Context: an optimization exercise on an open-source flow, tuned for small area and a short achievable clock period. The choices shown serve that exercise and are no tape-out recipe. The RTL was checked by simulation tests, not by an equivalence proof against the original design. Power figures rest on the tool's default switching activity, not on a simulated workload.

==> flow/design.v, too long to show whole: its modules and the start of the top module <==
// module flp32_mac_5stg: 5074 lines
// module fa1: 6 lines
module flp32_mac_5stg(
	clk,
	nrst,
	i_a,
	i_b,
	i_c,
	i_valid,
	o_p,
	o_sign,
	o_zero,
	o_nan,
	o_inf,
	o_valid
);
  // ...
==> flow/flow/run.sh <==
#!/bin/bash
export BUFFER_PORTS_ARGS="-buffer_cell sky130_fd_sc_hd__buf_2"
bash standard.sh > standard.log 2>&1
==> flow/standard.sh <==
#!/bin/bash
# synth_recipe.tcl (not shown) runs the flow's synth.tcl, then flattens the netlist and writes it again
# the make line also repeats each setting of config.mk as NAME=value (left out here)
make -C /OpenROAD-flow-scripts/flow DESIGN_CONFIG=/design/flow/config.mk WORK_HOME=/design/flow/orfs CLKGATE_MAP_FILE= SYNTH_SCRIPT=/design/flow/synth_recipe.tcl "${@:-finish}"
==> flow/config.mk <==
export PLATFORM = sky130hd
export DESIGN_NAME = flp32_mac_5stg
export DESIGN_NICKNAME = flp32_mac_5stg
export VERILOG_FILES = /design/flow/design.v
export SDC_FILE = /design/flow/constraint.sdc
export NUM_CORES = 4
export LEC_CHECK = 0
export CAP_MARGIN = 20
export CORE_MARGIN = 2
export CORE_UTILIZATION = 40
export CTS_BUF_LIST = sky130_fd_sc_hd__clkbuf_8
export CTS_CLUSTER_SIZE = 20
export SLEW_MARGIN = 65
export SYNTH_HIERARCHICAL = 1
export SYNTH_MINIMUM_KEEP_SIZE = 0
==> flow/constraint.sdc <==
create_clock -name core_clock -period 14.0 [get_ports {clk}]
set_input_delay 2.8000 -clock core_clock [delete_from_list [all_inputs] [get_ports {clk}]]
set_output_delay 2.8000 -clock core_clock [all_outputs]
set_load 0.01 [all_outputs]
==> impl_metrics.csv, run 1 <==
group,metric,value,unit
placement,preCtsSetupSlack,9.423,ns
synthesis,synthTopCellsByArea,"dfxtp_1 29%, fa_1 24%, ha_1 7.9%",
critical_path,cp-start-kind,"flip-flop",
layout,drive_gt1_share,11.21,%
hold_path,hold_end,"a_sn5",
outcome,status,"finished clean",
run,max_cap_violations,0,
routing,drc,0,
hold_path,hp-start,"a_sn4",
sta,finClkSkew,0.04090,ns
synthesis,synth_flop_cell,"dfxtp_1",
critical_path,critPathKind,"reg2out",
clock_tree,hold_buffers,0,
floorplanning,die-area,0.1094,sq mm
layout,inverters,379,
routing,avgRoutedWirePerCell,20.39,microns
power_and_ir_drop,seq-power,3.02,mW
layout,layout.nonclk_buf_share,2.836,%
layout,layoutNonFillerInstCount,5905,
sta,slew_headroom,62.02,%
sta,final.setup.tns,0,ns
floorplanning,well_tap_count,1391,
routing,drt_iter0_markers,2258,
hold_path,worstHoldPathType,"reg2reg",
floorplanning,die_h,330.7,microns
sta,fin_crit,4.046,ns
global_route,grt_pass1_vias,32865,
layout,nonClockBufferCount,217,
power_and_ir_drop,seqPwrFrac,26.2,%
placement,portBuffers,135,
synthesis,async_flop_share,1.138,%
power_and_ir_drop,powerDensity,241.6,mW/mm^2
critical_path,reg2reg_depth,11,
synthesis,synth_area_leader_cell,"dfxtp_1",
power_and_ir_drop,p_clk_share,15.9,%
synthesis,ys_ff_latch,615,
placement,place_hpwl,90320,microns
==> run 2: changes to the inputs <==
--- a/flow/config.mk
+++ b/flow/config.mk
@@ -9,7 +9,6 @@
 export CORE_MARGIN = 2
 export CORE_UTILIZATION = 40
 export CTS_BUF_LIST = sky130_fd_sc_hd__clkbuf_8
-export CTS_CLUSTER_SIZE = 20
-export SLEW_MARGIN = 65
+export SLEW_MARGIN = 50
 export SYNTH_HIERARCHICAL = 1
 export SYNTH_MINIMUM_KEEP_SIZE = 0
==> impl_metrics.csv, run 2 <==
group,metric,value,unit
routing,route.vias.total,31419,
hold_path,worstHoldPathType,"reg2reg",
synthesis,syn_avg_cell_area,9.894,sq um
global_route,grtUsageTotal,22.03,%
clock_tree,clk_transition_reported_paths,0.07,ns
routing,highest_layer,"met5",
critical_path,slowest_stage,"dfxtp_1",
sta,finClkSkew,0.04541,ns
critical_path,cp-start-kind,"flip-flop",
synthesis,synth_nets,5197,
routing,avgRoutedWirePerCell,20.42,microns
routing,wirelength,120300,microns
global_route,grt_pass1_wl,186600,microns
global_route,grt_max_degree,71,
floorplanning,initial_utilization,40.45,%
layout,regMostFlops,"a_sg4",
synthesis,async_flop_share,1.138,%
clock_tree,cts_tree,"built",
synthesis,synth_flop_cell,"dfxtp_1",
critical_path,crit_top_cell,"fa_1",
floorplanning,ios,136,
clock_tree,cts_resized,0,
hold_path,hold_depth,0,
critical_path,crit_family,"adder cells",
power_and_ir_drop,p_clk_share,15.6,%
floorplanning,die-area,0.1094,sq mm
sta,drv_slew,0,
synthesis,yosysSeqAreaShare,28.91,%
synthesis,synth_area_leader_cell,"dfxtp_1",
critical_path,reg2reg_depth,11,
layout,final_common_cell,"nand2_1",
critical_path,worstPathRequired,14.73,ns
clock_tree,hold_buffers,0,
critical_path,r2r-start,"fb0[14]",
hold_path,hold_end,"sna3",
routing,route.layer.met1.wl,49300,microns
synthesis,yosysWarnings,7,
layout,largest_register_ff_count,49,
synthesis,ys_ff_latch,615,
layout,fin_nets,5298,
power_and_ir_drop,seqPwrFrac,26.6,%
critical_path,critPathKind,"reg2reg",
synthesis,yosys-top-cells-count,"718 x nand2_1, 608 x dfxtp_1, 513 x fa_1",
synthesis,synth.most_common_cell,"nand2_1",
global_route,grt_pass1_vias,32712,
power_and_ir_drop,leakagePower,19.78,nW
sta,rsz0062_at_grt,"no",
sta,worst_pin_slew,0.7014,ns
layout,mostFrequentLayoutCells,"718 x nand2_1, 598 x dfxtp_1, 513 x fa_1, 402 x inv_1, 269 x ha_1",
critical_path,critPathBufInv,3,
clock_tree,cts-root-buf,"clkbuf_8",
synthesis,syn_area,0.04270,sq mm
clock_tree,cts_setup_buffers,0,
power_and_ir_drop,internal-power,6.268,mW
sta,fin_crit,4.157,ns
clock_tree,clockBufferDepth,3,
routing,drc,0,
critical_path,cp-end-kind,"flip-flop",
placement,dp_cells,5703,
clock_tree,insertion_delay,0.79,ns
layout,syn_to_final_growth,10.83,%
placement,portBuffers,135,
floorplanning,rows,119,
floorplanning,coreArea,0.1056,sq mm
routing,drtPass1Iterations,5,
critical_path,timing.rr.end,"r2_1[24]",
clock_tree,cts-htree-levels,3,
clock_tree,cts_sinks,615,
routing,route.met3.wl,7538,microns
global_route,antenna_found_initial,2,
routing,wl_met2,57660,microns
sta,fin_crit_sh,29.69,%
layout,layoutNonFillerInstCount,5890,
outcome,status,"finished clean",
routing,drt_iter0_markers,2178,
floorplanning,die_w,330.7,microns
layout,drive_gt1_share,10.18,%
power_and_ir_drop,powerDensity,240.8,mW/mm^2
critical_path,crit_fanout,13,
synthesis,synth_top_area_share,28.50,%
sta,max_freq,0.2406,GHz
power_and_ir_drop,peakVddDrop,157.4,uV
global_route,overflow,0,
power_and_ir_drop,swShare,44.99,%
synthesis,yosysUniqueCellTypes,84,
routing,viasPerCell,5.334,
run,max_cap_violations,0,
critical_path,cp.arrival,4.88,ns
placement,gp_congestion,0.9353,
synthesis,synthCells,4316,
sta,slew_headroom,52.81,%
critical_path,r2r_slack,9.84,ns
synthesis,synthTopCellsByArea,"dfxtp_1 29%, fa_1 24%, ha_1 7.9%",
placement,place_hpwl,90210,microns
power_and_ir_drop,switching_power,5.126,mW
placement,preCtsSetupSlack,9.372,ns
sta,setup_viol,0,
sta,finalHoldViolCount,0,
critical_path,max_stage_delay,0.71,ns
hold_path,hp-start,"sna2",
floorplanning,die_h,330.7,microns
critical_path,crit_chain,"buf_4 > nand2_1 > fa_1 > fa_1 > fa_1 > fa_1 > fa_1 > fa_1 > inv_1 > ha_1 > inv_1",
routing,antenna_left,0,
synthesis,synth-edff-count,0,
sta,finalWorstSetupSlack,9.843,ns
sta,final.setup.tns,0,ns
clock_tree,cts_buffers,103,
power_and_ir_drop,comb_power_share,57.8,%
run 2: logic make-up (layout without fill, tap and decap cells):
kind of cell | Yosys count | after routing | synth area share, %
DFF | 615 | 615 | 28.91
adders and majority gates | 784 | 784 | 31.98
buffers and inverters | 592 | 774 | 5.341
AOI/OAI and AO/OA | 672 | 672 | 10.53
muxes | 229 | 229 | 5.605
other | 0 | 1 | 0
xor gates and xnor gates | 257 | 257 | 5.289
and+or+nand+nor | 1167 | 1167 | 12.34
run 2: worst reg2reg max path: stages, from the launching register on:
cell	delay, ns
dfxtp_1	0.71
buf_4	0.37
nand2_1	0.12
fa_1	0.42
fa_1	0.49
fa_1	0.48
fa_1	0.44
fa_1	0.40
fa_1	0.38
inv_1	0.07
ha_1	0.22
inv_1	0.05
run 2: cell type report:
| cell class | instances | area [sq um] |
|---|---|---|
| clock buffers | 127 | 1748 |
| well taps | 1391 | 1740 |
| repair buffers | 209 | 1259 |
| diodes | 1 | 2.502 |
| flip-flops and latches | 615 | 12360 |
| multi-input cells | 3109 | 28170 |
| inverters | 379 | 1423 |
| fillers | 10076 | 58240 |
| clock inverters | 59 | 618.1 |
run 2: Yosys stat by module, one instance, submodules excluded:
| module | cells | copies in the design |
|---|---|---|
| fa1 | 1 | 484 |
| flp32_mac_5stg | 3832 | 1 |
run 2: worst max path at each step:
| stage | end | start | slack [ns] | depth (start not counted) |
|---|---|---|---|---|
| after floorplan | sbc0[8] | i_b[23] | 9.73 | 10 |
| after global placement | sbc0[8] | i_b[23] | 9.42 | 11 |
| after detailed placement | sbc0[8] | i_b[23] | 9.37 | 11 |
| after CTS | o_p[28] | o_p[28] | 9.87 | 1 |
| after global routing | r2_1[24] | fb0[14] | 9.71 | 11 |
| final | r2_1[24] | fb0[14] | 9.84 | 11 |
run 2: per-layer routing:
metal | track usage, % | vias up
met2 | 37.32 | 1251
met1 | 27.26 | 15214
met4 | 10.21 | 2
met3 | 3.929 | 368
li1 | - | 14584
met5 | 0 | -
run 2: power by group through the flow:
| stage | Clock [mW] | Combinational, mW | Sequential (mW) |
|---|---|---|---|
| 2_1_floorplan | 0 | 4.83 | 2.77 |
| 3_3_place_gp | 0 | 6.47 | 3.05 |
| 3_5_place_dp | 0 | 6.57 | 3.06 |
| 4_1_cts | 1.83 | 6.60 | 3.02 |
| 5_1_grt | 1.91 | 7.36 | 3.10 |
| 6_report | 1.78 | 6.59 | 3.03 |
run 2: through the flow:
stage	area, sq um	hold slack, ns	util [%]	power [mW]
after floorplan	42700	0.3096	-	7.595
after global placement	44820	0.3104	42.46	9.513
after detailed placement	44930	0.3121	42.56	9.631
after CTS	47300	0.3172	44.80	11.46
after global routing	47330	0.3283	44.83	12.37
final	47330	0.3101	44.83	11.39
==> run 3: changes to the inputs <==
--- a/flow/config.mk
+++ b/flow/config.mk
@@ -9,6 +9,6 @@
 export CORE_MARGIN = 2
 export CORE_UTILIZATION = 40
 export CTS_BUF_LIST = sky130_fd_sc_hd__clkbuf_8
-export SLEW_MARGIN = 50
+export SLEW_MARGIN = 65
 export SYNTH_HIERARCHICAL = 1
 export SYNTH_MINIMUM_KEEP_SIZE = 0
==> impl_metrics.csv, run 3 <==
group,metric,value,unit
routing,antenna_left,0,
synthesis,async_flop_share,1.138,%
floorplanning,die_w,330.7,microns
floorplanning,initial_utilization,40.45,%
clock_tree,cts_sinks,615,
sta,slew_headroom,62.02,%
critical_path,cp.arrival,1.25,ns
global_route,grt_max_degree,71,
clock_tree,clockBufferDepth,3,
routing,drt_iter0_markers,2258,
layout,drive_gt1_share,11.21,%
routing,avgRoutedWirePerCell,20.39,microns
clock_tree,hold_buffers,0,
power_and_ir_drop,peakVddDrop,134.4,uV
power_and_ir_drop,leakagePower,19.92,nW
synthesis,synth_nets,5197,
sta,final.setup.tns,0,ns
synthesis,synth.most_common_cell,"nand2_1",
layout,final_area,0.04770,sq mm
critical_path,crit_fanout,1,
synthesis,synthTopCellsByArea,"dfxtp_1 29%, fa_1 24%, ha_1 7.9%",
clock_tree,cts_resized,0,
floorplanning,ios,136,
routing,viasPerCell,5.325,
sta,fin_crit,4.046,ns
sta,finClkSkew,0.04090,ns
routing,route.vias.total,31446,
run,max_cap_violations,0,
placement,place_hpwl,90320,microns
sta,worst_pin_slew,0.5685,ns
global_route,grt_pass1_vias,32865,
clock_tree,clk_transition_reported_paths,0.06,ns
outcome,status,"finished clean",
clock_tree,cts-root-buf,"clkbuf_8",
synthesis,syn_area,0.04270,sq mm
synthesis,synthCells,4316,
floorplanning,die-area,0.1094,sq mm
placement,portBuffers,135,
critical_path,cp-end-kind,"primary output",
routing,drc,0,
placement,placed_area,0.04513,sq mm
clock_tree,cts_setup_buffers,0,
layout,final_common_cell,"nand2_1",
synthesis,synth_area_leader_cell,"dfxtp_1",
floorplanning,rows,119,
synthesis,synth_top_area_share,28.50,%
critical_path,slowest_stage,"dfxtp_1",
critical_path,worstPathRequired,11.20,ns
clock_tree,cts-htree-levels,3,
synthesis,yosys-top-cells-count,"718 x nand2_1, 608 x dfxtp_1, 513 x fa_1",
floorplanning,die_h,330.7,microns
synthesis,yosysWarnings,7,
global_route,grtUsageTotal,22.07,%
hold_path,worstHoldPathType,"reg2reg",
synthesis,yosysUniqueCellTypes,84,
sta,rsz0062_at_grt,"no",
layout,syn_to_final_growth,11.69,%
critical_path,critPathKind,"reg2out",
clock_tree,cts_buffers,104,
power_and_ir_drop,p_total,11.52,mW
synthesis,synth_flop_cell,"dfxtp_1",
layout,largest_register_ff_count,49,
sta,fin_hold_ws,0.3249,ns
critical_path,critPathBufInv,1,
clock_tree,insertion_delay,0.80,ns
placement,gp_congestion,0.9353,
power_and_ir_drop,powerDensity,241.6,mW/mm^2
layout,mostFrequentLayoutCells,"716 x nand2_1, 592 x dfxtp_1, 513 x fa_1, 398 x inv_1, 269 x ha_1",
routing,wirelength,120400,microns
global_route,overflow,0,
sta,setup_viol,0,
synthesis,syn_avg_cell_area,9.894,sq um
synthesis,synth-edff-count,0,
floorplanning,coreArea,0.1056,sq mm
synthesis,yosysSeqAreaShare,28.91,%
global_route,grt_pass1_wl,186600,microns
critical_path,cp-start-kind,"flip-flop",
clock_tree,cts_tree,"built",
critical_path,max_stage_delay,0.32,ns
global_route,antenna_found_initial,3,
layout,fin_nets,5307,
sta,max_freq,0.2472,GHz
sta,drv_slew,0,
critical_path,crit_family,"flip-flops",
routing,drtPass1Iterations,6,
critical_path,crit_chain,"buf_2",
synthesis,ys_ff_latch,615,
sta,finalHoldViolCount,0,
layout,regMostFlops,"a_sg4",
sta,fin_crit_sh,28.90,%
[run 3: layout make-up]
cell class	count	area (sq um)
fillers	10003	57870
multi-input cells	3109	28350
flip-flops and latches	615	12380
clock buffers	127	1748
well taps	1391	1740
inverters	379	1425
repair buffers	217	1353
clock inverters	65	700.7
diodes	2	5.005
[run 3: worst paths after layout]
| check | start | endpoint | slack [ns] | cells past startpoint |
|---|---|---|---|---|
| hold / removal | a_sn4 | a_sn5 | 0.32 | 0 |
| max in group asynchronous | nrst | vld[6] | 11.99 | 1 |
| min in group asynchronous | nrst | vld[4] | 1.85 | 1 |
| setup / recovery | o_p[23] | o_p[23] | 9.95 | 1 |
| setup reg to reg | fb0[14] | r2_1[24] | 10.03 | 11 |
| hold reg to reg | a_sn4 | a_sn5 | 0.32 | 0 |
[run 3: modules after synthesis (local to each module, per instance)]
module          cell area, sq um  copies in the design
fa1                        20.02                   484
flp32_mac_5stg             33010                     1
[run 3: logic make-up (layout without fill, tap and decap cells)]
group | count (synthesis) | count (layout) | share of synthesized area (%)
xor gates and xnor gates | 257 | 257 | 5.289
DFF | 615 | 615 | 28.91
and+or+nand+nor | 1167 | 1167 | 12.34
muxes | 229 | 229 | 5.605
buffers and inverters | 592 | 788 | 5.341
AOI/OAI and AO/OA | 672 | 672 | 10.53
other | 0 | 2 | 0
adders and majority gates | 784 | 784 | 31.98
[run 3: per-layer routing]
layer / wire [microns] / track usage (%) / vias to the layer above
met5: 9 / 0 / -
met4: 6132 / 10.59 / 2
met3: 7067 / 3.791 / 382
met2: 57400 / 37.17 / 1162
met1: 49810 / 27.45 / 15312
li1: - / - / 14588
[run 3: metrics by stage]
stage | instances | setup WS (ns) | utilization (%)
after global placement | 5698 | 9.422 | 42.46
final | 5905 | 9.954 | 45.18
after CTS | 5898 | 9.862 | 45.07
after floorplan | 4316 | 9.734 | -
after global routing | 5904 | 9.859 | 45.18
after detailed placement | 5706 | 9.423 | 42.75
[run 3: report_power, final]
group | internal, mW | switching, mW | leakage [nW]
Sequential | 2.43 | 0.595 | 5.18
Clock | 1.03 | 0.799 | 1.34
Combinational | 2.87 | 3.80 | 13.4
==> run 4: changes to the inputs <==
--- a/flow/config.mk
+++ b/flow/config.mk
@@ -9,6 +9,8 @@
 export CORE_MARGIN = 2
 export CORE_UTILIZATION = 40
 export CTS_BUF_LIST = sky130_fd_sc_hd__clkbuf_8
+export CTS_CLUSTER_DIAMETER = 50
+export CTS_CLUSTER_SIZE = 25
 export SLEW_MARGIN = 65
 export SYNTH_HIERARCHICAL = 1
 export SYNTH_MINIMUM_KEEP_SIZE = 0
==> impl_metrics.csv, run 4 <==
group,metric,value,unit
layout,multi_input_area,0.02834,sq mm
power_and_ir_drop,switching_power,5.189,mW
sta,fin_crit,4.036,ns
clock_tree,cts-htree-levels,3,
layout,mostFrequentLayoutCells,"716 x nand2_1, 592 x dfxtp_1, 513 x fa_1, 377 x inv_1, 269 x ha_1",
layout,seq_area,0.01238,sq mm
critical_path,cp.arrival,4.71,ns
synthesis,ys_ff_latch,615,
sta,finalWorstSetupSlack,9.964,ns
sta,rsz0062_at_grt,"no",
synthesis,synth-edff-count,0,
synthesis,yosys-top-cells-count,"718 x nand2_1, 608 x dfxtp_1, 513 x fa_1",
sta,final.setup.tns,0,ns
synthesis,syn_area,0.04270,sq mm
sta,finClkSkew,0.06182,ns
routing,avgRoutedWirePerCell,20.43,microns
critical_path,worstPathRequired,14.68,ns
power_and_ir_drop,seqPwrFrac,27.1,%
outcome,status,"finished clean",
power_and_ir_drop,powerDensity,236.8,mW/mm^2
floorplanning,die_h,330.7,microns
hold_path,hp-start,"a_sn4",
synthesis,synth.most_common_cell,"nand2_1",
routing,antenna_left,0,
power_and_ir_drop,peakVddDrop,145.4,uV
global_route,grtUsageTotal,21.88,%
synthesis,synthCells,4316,
hold_path,worstHoldPathType,"reg2reg",
layout,fin_nets,5277,
clock_tree,cts_setup_buffers,0,
clock_tree,clk_transition_reported_paths,0.10,ns
sta,finalHoldViolCount,0,
critical_path,critPathKind,"reg2reg",
synthesis,synth_top_area_share,28.50,%
global_route,grt_max_degree,71,
synthesis,yosysWarnings,7,
critical_path,r2r-start,"fb0[6]",
layout,regMostFlops,"a_sg4",
critical_path,r2r_slack,9.96,ns
routing,viasPerCell,5.345,
layout,syn_to_final_growth,9.983,%
layout,final_area,0.04697,sq mm
synthesis,syn_avg_cell_area,9.894,sq um
clock_tree,cts_tree,"built",
synthesis,async_flop_share,1.138,%
power_and_ir_drop,swShare,46.66,%
sta,drv_slew,0,
global_route,overflow,0,
floorplanning,rows,119,
sta,fin_crit_sh,28.83,%
sta,max_freq,0.2477,GHz
clock_tree,cts-root-buf,"clkbuf_8",
clock_tree,hold_buffers,0,
floorplanning,die-area,0.1094,sq mm
sta,fin_hold_ws,0.3316,ns
hold_path,hold_end,"a_sn5",
synthesis,synthTopCellsByArea,"dfxtp_1 29%, fa_1 24%, ha_1 7.9%",
layout,drive_gt1_share,10.53,%
synthesis,synth_area_leader_cell,"dfxtp_1",
clock_tree,cts_buffers,74,
layout,largest_register_ff_count,49,
clock_tree,cts_resized,0,
clock_tree,cts_sinks,615,
power_and_ir_drop,internal-power,5.931,mW
placement,gp_congestion,0.9353,
placement,placed_area,0.04513,sq mm
critical_path,cp-end-kind,"flip-flop",
critical_path,timing.rr.end,"r2_1[24]",
layout,fillers,10073,
layout,final_common_cell,"nand2_1",
floorplanning,initial_utilization,40.45,%
placement,place_hpwl,90320,microns
routing,drt_iter0_markers,2236,
floorplanning,ios,136,
critical_path,reg2reg_depth,11,
global_route,antenna_found_initial,2,
critical_path,cp-start-kind,"flip-flop",
synthesis,synth_flop_cell,"dfxtp_1",
synthesis,yosysUniqueCellTypes,84,
floorplanning,coreArea,0.1056,sq mm
routing,wirelength,119500,microns
clock_tree,insertion_delay,0.77,ns
power_and_ir_drop,p_clk_share,12.9,%
power_and_ir_drop,comb_power_share,60.0,%
synthesis,yosysSeqAreaShare,28.91,%
run,max_cap_violations,0,
hold_path,hold_depth,0,
routing,drc,0,
power_and_ir_drop,leakagePower,19.44,nW
sta,setup_viol,0,
synthesis,synth_nets,5197,
routing,route.vias.total,31252,
floorplanning,die_w,330.7,microns
sta,slew_headroom,62.12,%
sta,worst_pin_slew,0.5670,ns
placement,portBuffers,135,
global_route,grt_pass1_vias,32412,
critical_path,crit_fanout,21,
placement,preCtsSetupSlack,9.423,ns
global_route,grt_pass1_wl,185200,microns
clock_tree,clockBufferDepth,3,
routing,drtPass1Iterations,6,
## run 4: cell types whose count changed in the layout (fill, tap and decap cells not counted), sizes merged
cell	delta
inv	+6
bufinv	-7
clkbuf	-52
clkinv	-6
clkinvlp	+1
## run 4: layer usage
metal,wire (microns),vias up,GRT usage [%]
met2,57410,1127,37.02
met1,49670,15257,27.34
met4,5741,0,9.955
met5,0,-,0
met3,6626,341,3.629
li1,-,14527,-
## run 4: cell type report
type	instances	share of cell area (%)
tap	1391	3.706
clock buffer	75	2.198
timing repair buffer	217	2.880
clock inverter	59	1.484
antenna	2	0.01066
inverter	379	3.034
sequential	615	26.35
multi-input combinational	3109	60.33
## run 4: power by group through the flow
stage | Sequential (mW) | Combinational, mW | Clock, mW
floorplan | 2.77 | 4.83 | 0
global placement | 3.05 | 6.47 | 0
detailed placement | 3.06 | 6.63 | 0
CTS | 3.02 | 6.66 | 1.48
global route | 3.08 | 7.45 | 1.55
finish | 3.02 | 6.67 | 1.43
## run 4: how the worst max path moves through the flow
stage / to / startpoint / cells past startpoint
after floorplan: sbc0[8] / i_b[23] / 10
after global placement: sbc0[8] / i_b[23] / 11
after detailed placement: sbc0[8] / i_b[23] / 11
after CTS: o_p[23] / o_p[23] / 1
after global routing: r2_1[24] / fb0[6] / 11
final: r2_1[24] / fb0[6] / 11
## run 4: worst max-delay path: stages (launching register included)
cell and delay (ns):
dfxtp_1 0.39, buf_4 0.39, nand2_1 0.16, fa_1 0.58, fa_1 0.44, fa_1 0.43, fa_1 0.41, fa_1 0.41
fa_1 0.37, inv_1 0.07, ha_1 0.22, inv_1 0.05
## run 4: cells by family after synthesis
family,count (synthesis),synth area share [%]
flip-flops,615,28.91
buffers and inverters,592,5.341
adder cells (fa/ha/maj),784,31.98
multiplexers,229,5.605
AO/OA/AOI/OAI,672,10.53
AND/OR/NAND/NOR,1167,12.34
XOR/XNOR,257,5.289
## run 4: per-module statistics from Yosys (local to each module, per instance)
module	cell area, sq um	flops+latches	times used	cells
flp32_mac_5stg	33010	615	1	3832
fa1	20.02	0	484	1
## run 4: metrics by stage
stage                     std cells  utilization, %  power (mW)
after detailed placement       5706           42.75       9.694
final                          5847           44.49       11.12
after floorplan                4316               -       7.595
after CTS                      5840           44.38       11.16
after global routing           5846           44.49       12.08
after global placement         5698           42.46       9.513

-- static timing again, ports no longer ideal --
No port has a modelled driver above. Below, the same layouts with a new extraction and two added sets of constraints. Step 1, drivers: a clkbuf_16 drives clk and a buf_2 each remaining input, both assumed. Step 2 also shifts input and output timing later by t, the mid clock arrival at the registers, as if the neighbouring blocks saw the same clock. a / b / c = no drivers / after step 1 / after step 2; a / b = the first two.
| run | t (ns) | setup slack, ns | hold slack, ns | worst data-port slew with drivers (ns) | pins driven straight from the clock port |
|---|---|---|---|---|---|
| run 1 | 0.847 | 9.954 / 9.887 / 9.377 | 0.325 / 0.325 / 0.325 | 0.05 | 1 |
| run 2 | 0.837 | 9.843 / 9.843 / 9.325 | 0.310 / 0.310 / 0.310 | 0.04 | 1 |
| run 3 | 0.847 | 9.954 / 9.887 / 9.377 | 0.325 / 0.325 / 0.325 | 0.05 | 1 |
| run 4 | 0.809 | 9.964 / 9.934 / 9.369 | 0.332 / 0.332 / 0.332 | 0.05 | 1 |
After both steps setup and hold are still met in every run listed. For run 4, which loses most, drivers alone change the setup slack by -0.030 ns; drivers and shift together by -0.595 ns.
